This design comes from an exercise in tuning for small area and a short achievable clock period on the open sky130 flow, not from production work.

== job 101 ==
==> flow/design.v (excerpt) <==
module costas #
    (
        parameter integer C_S00_AXIS_TDATA_WIDTH    = 32,
        parameter integer C_M00_AXIS_TDATA_WIDTH    = 32
    )
    (
        input  wire                          s00_axis_aclk,
        input  wire                          s00_axis_aresetn,
        input  wire                          s00_axis_tlast,
        input  wire                          s00_axis_tvalid,
        input  wire [C_S00_AXIS_TDATA_WIDTH-1 : 0] s00_axis_tdata,
        input  wire [(C_S00_AXIS_TDATA_WIDTH/8)-1: 0] s00_axis_tstrb,
        output reg                           s00_axis_tready,
        input  wire                          m00_axis_aclk,
        input  wire                          m00_axis_aresetn,
        input  wire                          m00_axis_tready,
        output reg                           m00_axis_tvalid,
        output reg                           m00_axis_tlast,
        output reg [C_M00_AXIS_TDATA_WIDTH-1 : 0] m00_axis_tdata,
        output reg [(C_M00_AXIS_TDATA_WIDTH/8)-1: 0] m00_axis_tstrb
    );
Size: roughly 1400 flip-flops.
==> flow/config.mk <==
export PLATFORM = sky130hd
export DESIGN_NAME = costas
export DESIGN_NICKNAME = costas
export VERILOG_FILES = /design/flow/design.v
export SDC_FILE = /design/flow/constraint.sdc
export NUM_CORES = 4
export LEC_CHECK = 0
export CAP_MARGIN = 20
export CORE_MARGIN = 2
export CORE_UTILIZATION = 55
export SLEW_MARGIN = 20
==> flow/constraint.sdc <==
create_clock -name core_clock -period 14.5 [get_ports {s00_axis_aclk}]
set_input_delay 2.9000 -clock core_clock [delete_from_list [all_inputs] [get_ports {s00_axis_aclk}]]
set_output_delay 2.9000 -clock core_clock [all_outputs]
set_load 0.01 [all_outputs]
standard.sh (not shown) runs the stock make flow with config.mk's settings and CLKGATE_MAP_FILE= SYNTH_SCRIPT=/design/flow/synth_recipe.tcl, a recipe that flattens the netlist after the stock synthesis.
==> flow/flow/run.sh <==
#!/bin/bash
# Own layout flow: the standard ORFS flow (standard.sh) with these changes in
# how the layout is made (the clock, its period and the I/O constraints stay
# the standard flow's constraint.sdc):
#  - synthesis is synth_recipe.tcl with Yosys's generic "abc -fast" skipped
#    (synth -noabc), so extract_fa sees the design's own adder structure; the
#    rest of the script (fsm/share skipped, flatten, renames) is unchanged;
#  - port buffers are clkbuf_2 cells rather than delay cells, so the
#    combinational m00_axis_tready -> s00_axis_tready path stays short;
#  - ABC maps for a 6 ns delay target, and timing repair aims for the period
#    the design can reach (setup margin) rather than only the 14.5 ns clock.
# Every tool's output is in orfs/logs/ (one log per step); make's own output is
# in flow_make.log.
set -euo pipefail
sed '1s/-noshare/-noshare -noabc/' synth_recipe.tcl > flow_synth.tcl
sed "s#SYNTH_SCRIPT=[^ ]*synth_recipe.tcl#SYNTH_SCRIPT=$PWD/flow_synth.tcl#" standard.sh > flow_standard.sh
grep -q "SYNTH_SCRIPT=$PWD/flow_synth.tcl" flow_standard.sh
export BUFFER_PORTS_ARGS="-buffer_cell sky130_fd_sc_hd__clkbuf_2"
export ABC_CLOCK_PERIOD_IN_PS=${ABC_CLOCK_PERIOD_IN_PS:-6000}
export SETUP_SLACK_MARGIN=${SETUP_SLACK_MARGIN:-8.45}
# clock tree: larger sink clusters, clkbuf_8 buffers, no dummy loads
export CTS_ARGS="-sink_clustering_enable -repair_clock_nets -dont_use_dummy_load -sink_clustering_size 30 -sink_clustering_max_diameter 80 -buf_list sky130_fd_sc_hd__clkbuf_16"

bash flow_standard.sh > flow_make.log 2>&1
Job 101 went all the way through synthesis, placement and routing and the layout is clean on timing, DRC and antenna.
Modified inputs, job 102 compared to job 101
-- flow/flow/run.sh --
<<< job 101, line 22
export CTS_ARGS="-sink_clustering_enable -repair_clock_nets -dont_use_dummy_load -sink_clustering_size 30 -sink_clustering_max_diameter 80 -buf_list sky130_fd_sc_hd__clkbuf_16"
>>> job 102, line 22
export CTS_ARGS="-sink_clustering_enable -repair_clock_nets -dont_use_dummy_load -sink_clustering_size 20 -sink_clustering_max_diameter 80 -buf_list sky130_fd_sc_hd__clkbuf_8"
Findings:
- Both conditions hold for job 102: the flow ran to the end and the final layout passed the timing, DRC and antenna checks.
- Diff job 101 -> job 102: worst hold slack went up by 0.027 ns; average wire per standard cell was more or less identical; total routed wire length on the met1 layer was more or less identical.
No functional check of the RTL was part of any run of this note.

========
costas again, from the RTL that the note above started with.
export LEC_CHECK = 0
export ABC_AREA = 1
export CAP_MARGIN = 20
export CORE_MARGIN = 2
export CORE_UTILIZATION = 55
export SLEW_MARGIN = 20
create_clock -name core_clock -period 14.5 [get_ports {s00_axis_aclk}]
==> flow/flow/run.sh <==
#!/bin/bash
# Own layout flow: the standard ORFS flow (standard.sh) with these changes in
# how the layout is made (the clock, its period and the I/O constraints stay
# the standard flow's constraint.sdc):
#  - synthesis is synth_recipe.tcl with Yosys's generic "abc -fast" skipped
#    (synth -noabc), so extract_fa sees the design's own adder structure; the
#    rest of the script (fsm/share skipped, flatten, renames) is unchanged;
#  - port buffers are plain buffers (buf_4) rather than delay cells, so the
#    combinational m00_axis_tready -> s00_axis_tready path stays short;
#  - ABC maps for a 6 ns delay target, and timing repair aims for the period
#    the design can reach (setup margin) rather than only the 14.5 ns clock.
# Every tool's output is in orfs/logs/ (one log per step); make's own output is
# in flow_make.log.
set -euo pipefail
sed '1s/-noshare/-noshare -noabc/' synth_recipe.tcl > flow_synth.tcl
sed "s#SYNTH_SCRIPT=[^ ]*synth_recipe.tcl#SYNTH_SCRIPT=$PWD/flow_synth.tcl#" standard.sh > flow_standard.sh
grep -q "SYNTH_SCRIPT=$PWD/flow_synth.tcl" flow_standard.sh
export BUFFER_PORTS_ARGS="-buffer_cell sky130_fd_sc_hd__buf_4"
export ABC_CLOCK_PERIOD_IN_PS=${ABC_CLOCK_PERIOD_IN_PS:-6000}
export SETUP_SLACK_MARGIN=${SETUP_SLACK_MARGIN:-8.45}
# clock tree: larger sink clusters, clkbuf_8 buffers, no dummy loads
export CTS_ARGS="-sink_clustering_enable -repair_clock_nets -dont_use_dummy_load -sink_clustering_size 30 -buf_list sky130_fd_sc_hd__clkbuf_8"

bash flow_standard.sh > flow_make.log 2>&1
Next try:
--- a/flow/config.mk
+++ b/flow/config.mk
@@ -7,3 +7,2 @@
 export LEC_CHECK = 0
-export ABC_AREA = 1
 export CAP_MARGIN = 20
Outcome: Sequential share of layout area grows by 0.42 points; global-route usage came out lower by 2.0 points; worst setup slack stays flat; maximum frequency is about the same.
No run of this note included a check of the RTL's function; only the layout flow was run.

-- separate check: timing with driven ports --
The flow's constraints put no driver on any port. The routed layouts listed below were extracted and timed again, unchanged, in two steps. Step 1 (the two cells are an assumption about what drives the block):
set clk [get_ports {s00_axis_aclk}]
set_driving_cell -lib_cell sky130_fd_sc_hd__clkbuf_16 $clk
set_driving_cell -lib_cell sky130_fd_sc_hd__buf_2 [delete_from_list [all_inputs] $clk]
Step 2, shift: input delay + t, output delay - t, t = (earliest + latest rising clock arrival at the registers) / 2. This alone moves slack from input paths to output paths. Three values: no drivers, after step 1, after step 2; two values: the first two.
run | t, ns | setup WS [ns] | hold WS [ns] | latest minus earliest clock arrival (ns) | cell pins on the clock port's net
job 101 | 0.791 | 8.500 / 8.475 / 8.475 | 0.270 / 0.270 / 0.270 | 0.106 / 0.106 | 1
job 102 | 0.895 | 8.500 / 8.475 / 8.475 | 0.297 / 0.297 / 0.297 | 0.123 / 0.123 | 1
the first run of note 2 | 1.013 | 8.456 / 8.434 / 8.434 | 0.284 / 0.283 / 0.283 | 0.122 / 0.122 | 1
the second run of note 2 | 1.019 | 8.458 / 8.435 / 8.435 | 0.300 / 0.300 / 0.300 | 0.118 / 0.119 | 1
After both steps setup and hold are still met in every run listed.
